This is an optimization exercise on Yosys and OpenROAD, whose aim is small area, not a production implementation.
Only simulation tests tie the RTL to the original design; equivalence was not proved.
The flow treats the clock pin as an ideal source. Dropping or thinning the clock tree relies on that and would not hold on a real chip.
Power and IR drop assume default switching activity.

== v6 ==
Design top, start of the top module:
module top(
    input clkin,     
    input rst_n,     
    input power,     
    input reset,     
    input [3:0] col,
    output beep,     
    output [11:0] led,
    output [7:0] seg,
    output [5:0] dig,
    output [3:0] row
    );
==> flow/config.mk <==
export PLATFORM = sky130hd
export DESIGN_NAME = top
export DESIGN_NICKNAME = top
export VERILOG_FILES = /design/flow/design.v
export SDC_FILE = /design/flow/constraint.sdc
export NUM_CORES = 4
export LEC_CHECK = 0
export ABC_AREA = 1
export CAP_MARGIN = 20
export CORE_AREA = 2 2 62 62
export CTS_BUF_LIST = sky130_fd_sc_hd__clkbuf_4
export DIE_AREA = 0 0 64 64
export SLEW_MARGIN = 20
==> flow/constraint.sdc <==
create_clock -name core_clock -period 15.0 [get_ports {clkin}]
set_input_delay 3.0000 -clock core_clock [delete_from_list [all_inputs] [get_ports {clkin}]]
set_output_delay 3.0000 -clock core_clock [all_outputs]
set_load 0.01 [all_outputs]
standard.sh (not shown) runs the stock make flow with config.mk's settings and CLKGATE_MAP_FILE= SYNTH_SCRIPT=/design/flow/synth_recipe.tcl, a recipe that flattens the netlist after the stock synthesis.
==> flow/flow/run.sh <==
#!/bin/bash
# Own layout flow: the standard synthesis, then the combinational cells of
# its netlist mapped again by ABC for area (every flip-flop instance is kept,
# with its name and cell type; thirty-two ABC runs with different seeds and
# mapping scripts, the smallest result is kept), the constant outputs tied to
# one tie cell, then the standard layout with the port buffers made of
# sky130_fd_sc_hd__buf_1 and the clock driven by two clock buffers placed by
# hand. Each tool's output goes to a log file in the work folder.
set -euo pipefail
W=$PWD
F=$W/flow
R=$W/orfs/results/$FLOW_PLATFORM/top/base
LIB=$FLOW_HOME/platforms/$FLOW_PLATFORM/lib/sky130_fd_sc_hd__tt_025C_1v80.lib

# 1. standard synthesis
bash standard.sh synth > $W/flow_synth.log 2>&1

# 2. map the combinational logic again
cp $R/1_2_yosys.v $W/std_synth.v
python3 $F/cellmodels.py $LIB $W/std_synth.v $W/cell_models.v > $W/cellmodels.log 2>&1
DONT_USE=$(python3 - "$LIB" <<'PY'
import re, sys
names = re.findall(r'\n\s*cell\s*\(\s*"?(\w+)"?\s*\)', open(sys.argv[1]).read())
print(' '.join('-dont_use ' + n for n in names
               if re.search(r'lpflow|probe|ebuf|einv|dlygate|dlymetal|clkdlybuf', n)))
PY
)
printf 'set_driving_cell sky130_fd_sc_hd__buf_1\nset_load 5\n' > $W/abc.constr
# 32 runs: ABC seeds 0..15, each with two mapping scripts, four at a time
i=0
for S in $(seq 0 15); do
  for V in a b; do
    J=$S$V
    sed "s/@SEED@/$S/" $F/remap_$V.abc > $W/remap_$J.abc
    cat > $W/remap_$J.ys <<YS
read_verilog $W/cell_models.v
read_verilog $W/std_synth.v
hierarchy -top $FLOW_TOP
proc
flatten
techmap
opt -fast -purge
abc -script $W/remap_$J.abc -liberty $LIB $DONT_USE -constr $W/abc.constr -D 15000
opt_clean -purge
hilomap -singleton -hicell sky130_fd_sc_hd__conb_1 HI -locell sky130_fd_sc_hd__conb_1 LO
splitnets
opt_clean -purge
rename -hide w:*.*
write_verilog -noattr -noexpr -nohex -nodec $W/remapped_$J.v
YS
    yosys -l $W/remap_$J.log -q -s $W/remap_$J.ys > /dev/null 2>&1 &
    i=$((i + 1))
    if (( i % 4 == 0 )); then wait; fi
  done
done
wait
python3 $F/pick.py $LIB $W/remapped.v $W/remapped_*[ab].v > $W/pick.log 2>&1
python3 $F/pairties.py $W/remapped.v $R/1_2_yosys.v > $W/pairties.log 2>&1
rm -f $R/1_synth.odb

# 3. standard layout, small port buffers, the tie cell kept as it is, and the
# clock distributed by two clock buffers placed by hand (flow/clock.tcl) in
# place of the CTS tree
export BUFFER_PORTS_ARGS="-buffer_cell sky130_fd_sc_hd__buf_1"
export SKIP_REPAIR_TIE_FANOUT=1
export PRE_CTS_TCL=$F/clock.tcl
export CLOCK_PORT_NAME=$(sed -n 's/.*create_clock.*get_ports {\([^}]*\)}.*/\1/p' $FLOW_SDC | head -1)
export CLOCK_BUFFER_CELL=sky130_fd_sc_hd__clkbuf_8
export CLOCK_GROUPS=2
bash standard.sh finish > $W/flow_layout.log 2>&1
Other scripts of this flow, unchanged in this note and not shown: flow/flow/cellmodels.py, flow/flow/clock.tcl, flow/flow/pairties.py, flow/flow/pick.py, flow/flow/remap_a.abc, flow/flow/remap_b.abc
v6: all stages complete, timing, DRC and antenna checks passed
Inputs modified between v6 and v7:
-- flow/flow/run.sh --
<<< v6, line 4
# with its name and cell type; thirty-two ABC runs with different seeds and
>>> v7, line 4
# with its name and cell type; sixteen ABC runs with different seeds and
<<< v6, line 29
# 32 runs: ABC seeds 0..15, each with two mapping scripts, four at a time
>>> v7, line 29
# 16 runs: ABC seeds 0..7, each with two mapping scripts, four at a time
<<< v6, line 31
for S in $(seq 0 15); do
>>> v7, line 31
for S in 0 1 2 3 4 5 6 7; do
<<< v6, line 57
python3 $F/pick.py $LIB $W/remapped.v $W/remapped_*[ab].v > $W/pick.log 2>&1
>>> v7, line 57
python3 $F/pick.py $LIB $W/remapped.v $W/remapped_[0-7][ab].v > $W/pick.log 2>&1
## What came out
- v7: full flow OK, the timing, DRC and antenna checks passed
- Standard-cell row count: v7 vs v6, no meaningful difference
- Per the comparison of v7 with v6, reported combinational group power held steady; quantity of I/O buffers inserted on ports held steady; global-route usage held steady; detailed-router iteration count before antenna repair held steady.
- Final worst clock skew: v6 vs v7 identical
No run of this note takes its clock network from TritonCTS; it comes from the design's own scripts or RTL.

Another version of the RTL of top (not shown whole).
For scale: about 220 cells after synthesis.
## top
module top(
    input clkin,     
    input rst_n,     
    input power,     
    input reset,     
    input [3:0] col,
    output beep,     
    output [11:0] led,
    output [7:0] seg,
    output [5:0] dig,
    output [3:0] row
    );
    assign row = 4'b1110;
    wire       a9;
    wire [7:0] g;
    s_div tb0(.clkin(clkin), .rst_n(rst_n), .a9(a9), .g(g));
    wire step   = a9 & (g == 8'd98);     
    wire samp1  = a9 & (g == 8'd18);     
    wire samp2  = a9 & (g == 8'd58);
    wire [3:0] key;
    ajxd kb(.clkin(clkin), .btn_in(col), .first(samp1), .second(samp2), .btn_out(key));
    wire [3:0] k = ~key;     
    reg [1:0] t;
    reg [3:0] o;
    reg       dir;
    reg       h;
    reg [3:0] lr;            
    reg       rs;            
    wire t3  = t[1] & t[0];
    wire id  = t3 & o[0];                    
    wire ar  = t3 & ~o[0] & ~h;              
    wire mv  = ~t3;                          
    wire fl1 = (id & ~h) | (ar & dir);       
    wire fl2 = (id & h) | (ar & ~dir);       
    wire o9  = o[3] & o[0];
    wire n29 = t[1] & ~t[0] & o9;
    wire arU = ar & ~dir;
    wire arD = ar & dir;
    wire p   = power;
    wire pu  = p & ~fl2 & (k[3] | k[1]);     
    wire pd  = p & ~fl1 & (k[2] | k[0]);     
  ...
clock: 15.0 ns
lec_check: 0
abc_area: 1
cap_margin: 20
core_area: 2 2 62 62
cts_buf_list: sky130_fd_sc_hd__clkbuf_4
die_area: 0 0 64 64
slew_margin: 20
==> flow/flow/run.sh <==
#!/bin/bash
# Own layout flow: the standard synthesis, then the combinational cells of
# its netlist mapped again by ABC for area (every flip-flop instance is kept,
# with its name and cell type), then the standard layout with the port
# buffers made of sky130_fd_sc_hd__buf_1. Each tool's output goes to a log file
# in the work folder.
set -euo pipefail
W=$PWD
F=$W/flow
R=$W/orfs/results/$FLOW_PLATFORM/top/base
LIB=$FLOW_HOME/platforms/$FLOW_PLATFORM/lib/sky130_fd_sc_hd__tt_025C_1v80.lib

# 1. standard synthesis
bash standard.sh synth > $W/flow_synth.log 2>&1

# 2. map the combinational logic again
cp $R/1_2_yosys.v $W/std_synth.v
python3 $F/cellmodels.py $LIB $W/std_synth.v $W/cell_models.v > $W/cellmodels.log 2>&1
DONT_USE=$(python3 - "$LIB" <<'PY'
import re, sys
names = re.findall(r'\n\s*cell\s*\(\s*"?(\w+)"?\s*\)', open(sys.argv[1]).read())
print(' '.join('-dont_use ' + n for n in names
               if re.search(r'lpflow|probe|ebuf|einv|dlygate|dlymetal|clkdlybuf', n)))
PY
)
printf 'set_driving_cell sky130_fd_sc_hd__buf_1\nset_load 5\n' > $W/abc.constr
cat > $W/remap.ys <<YS
read_verilog $W/cell_models.v
read_verilog $W/std_synth.v
hierarchy -top $FLOW_TOP
proc
flatten
techmap
opt -fast -purge
abc -script $F/remap.abc -liberty $LIB $DONT_USE -constr $W/abc.constr -D 15000
opt_clean -purge
hilomap -hicell sky130_fd_sc_hd__conb_1 HI -locell sky130_fd_sc_hd__conb_1 LO
splitnets
opt_clean -purge
insbuf -buf sky130_fd_sc_hd__buf_1 A X
opt_clean -purge
rename -hide w:*.*
write_verilog -noattr -noexpr -nohex -nodec $W/remapped.v
YS
yosys -l $W/remap.log -q -s $W/remap.ys > /dev/null 2>&1
cp $W/remapped.v $R/1_2_yosys.v
rm -f $R/1_synth.odb

# 3. standard layout, small port buffers
export BUFFER_PORTS_ARGS="-buffer_cell sky130_fd_sc_hd__buf_1"
bash standard.sh finish > $W/flow_layout.log 2>&1
Other scripts of this flow, unchanged in this note and not shown: flow/flow/cellmodels.py, flow/flow/remap.abc
Change:
--- a/flow/flow/run.sh
+++ b/flow/flow/run.sh
@@ -2,7 +2,7 @@
 # Own layout flow: the standard synthesis, then the combinational cells of
 # its netlist mapped again by ABC for area (every flip-flop instance is kept,
-# with its name and cell type), then the standard layout with the port
-# buffers made of sky130_fd_sc_hd__buf_1. Each tool's output goes to a log file
-# in the work folder.
+# with its name and cell type), tie cells paired, then the standard layout
+# with the port buffers made of sky130_fd_sc_hd__buf_1 and a clock tree without
+# dummy loads. Each tool's output goes to a log file in the work folder.
 set -euo pipefail
 W=$PWD
@@ -44,8 +44,11 @@
 YS
 yosys -l $W/remap.log -q -s $W/remap.ys > /dev/null 2>&1
-cp $W/remapped.v $R/1_2_yosys.v
+python3 $F/pairties.py $W/remapped.v $R/1_2_yosys.v > $W/pairties.log 2>&1
 rm -f $R/1_synth.odb
 
-# 3. standard layout, small port buffers
+# 3. standard layout, small port buffers, each tie cell kept where it is (it
+# drives one port from each output), no dummy clock loads in the clock tree
 export BUFFER_PORTS_ARGS="-buffer_cell sky130_fd_sc_hd__buf_1"
+export SKIP_REPAIR_TIE_FANOUT=1
+export CTS_ARGS="-sink_clustering_enable -repair_clock_nets -dont_use_dummy_load -buf_list sky130_fd_sc_hd__clkbuf_4"
 bash standard.sh finish > $W/flow_layout.log 2>&1
==> flow/flow/pairties.py (new file) <==
#!/usr/bin/env python3
"""Merge tie cells: a sky130 conb_1 has both a HI and a LO output, so a cell that
only drives HI and one that only drives LO become one cell.
usage: pairties.py IN.v OUT.v"""
import re, sys
src = open(sys.argv[1]).read()
pat = re.compile(r'  sky130_fd_sc_hd__conb_1 (\S+) \(\n    \.(HI|LO)\(([^)]*)\)\n  \);\n')
his, los = [], []
for m in pat.finditer(src):
    (his if m.group(2) == 'HI' else los).append(m)
drop, merged = set(), {}
for h, l in zip(his, los):
    drop.add(l.group(1))
    merged[h.group(1)] = '  sky130_fd_sc_hd__conb_1 %s (\n    .HI(%s),\n    .LO(%s)\n  );\n' % (
        h.group(1), h.group(3), l.group(3))
def sub(m):
    if m.group(1) in drop:
        return ''
    return merged.get(m.group(1), m.group(0))
open(sys.argv[2], 'w').write(pat.sub(sub, src))
Outcome:
- The new run went through all stages and came out clean
- register-to-register slack gains 0.02 ns
- via count is about the same
- cell area fell by 1.9%
- worst setup slack improves by 0.019 ns
- worst hold slack stays flat
- critical path depth is unchanged
Change:
--- a/flow/flow/run.sh
+++ b/flow/flow/run.sh
@@ -2,7 +2,7 @@
 # Own layout flow: the standard synthesis, then the combinational cells of
 # its netlist mapped again by ABC for area (every flip-flop instance is kept,
-# with its name and cell type), tie cells paired, then the standard layout
-# with the port buffers made of sky130_fd_sc_hd__buf_1 and a clock tree without
-# dummy loads. Each tool's output goes to a log file in the work folder.
+# with its name and cell type), then the standard layout with the port
+# buffers made of sky130_fd_sc_hd__buf_1. Each tool's output goes to a log file
+# in the work folder.
 set -euo pipefail
 W=$PWD
@@ -44,11 +44,8 @@
 YS
 yosys -l $W/remap.log -q -s $W/remap.ys > /dev/null 2>&1
-python3 $F/pairties.py $W/remapped.v $R/1_2_yosys.v > $W/pairties.log 2>&1
+cp $W/remapped.v $R/1_2_yosys.v
 rm -f $R/1_synth.odb
 
-# 3. standard layout, small port buffers, each tie cell kept where it is (it
-# drives one port from each output), no dummy clock loads in the clock tree
+# 3. standard layout, small port buffers
 export BUFFER_PORTS_ARGS="-buffer_cell sky130_fd_sc_hd__buf_1"
-export SKIP_REPAIR_TIE_FANOUT=1
-export CTS_ARGS="-sink_clustering_enable -repair_clock_nets -dont_use_dummy_load -buf_list sky130_fd_sc_hd__clkbuf_4"
 bash standard.sh finish > $W/flow_layout.log 2>&1
Settings changed: CTS_BUF_LIST sky130_fd_sc_hd__clkbuf_4 to sky130_fd_sc_hd__clkbuf_8, CTS_CLUSTER_DIAMETER from default to 100, CTS_CLUSTER_SIZE from default to 32.
removed: flow/flow/pairties.py
After rerunning:
- count of clock-buffer cells in the layout is unchanged
- worst setup slack gets better by 0.042 ns
- wire length fell by 2.2%
- first-iteration DRC count came out higher by 3.0%
- fmax increases by 0.68%

static timing again, ports no longer ideal:
How much do the figures lean on ideal ports? The routed layouts below were timed once more, with nothing changed but the port constraints. Step 1, drivers: a clkbuf_16 drives clkin and a buf_2 each remaining input, both assumed. Step 2, shift: input delay + t, output delay - t, t = (earliest + latest rising clock arrival at the registers) / 2. This alone moves slack from input paths to output paths. Three values: no drivers, after step 1, after step 2; two values: the first two.
run | t (ns) | setup WS [ns] | worst register clock-pin slew, ns | worst data-port slew with drivers (ns) | cell pins on the clock port's net
v6 | 0.189 | 9.679 / 9.640 / 9.829 | 0.10 / 0.10 | 0.03 | 2
v7 | 0.189 | 9.679 / 9.640 / 9.829 | 0.10 / 0.10 | 0.03 | 2
the first run of note 2 | 0.359 | 8.749 / 8.727 / 9.086 | 0.10 / 0.10 | 0.03 | 1
the second run of note 2 | 0.352 | 8.769 / 8.743 / 9.095 | 0.10 / 0.10 | 0.03 | 1
the third run of note 2 | 0.306 | 8.811 / 8.785 / 9.091 | 0.06 / 0.06 | 0.04 | 1
After both steps every run listed still meets setup and hold.
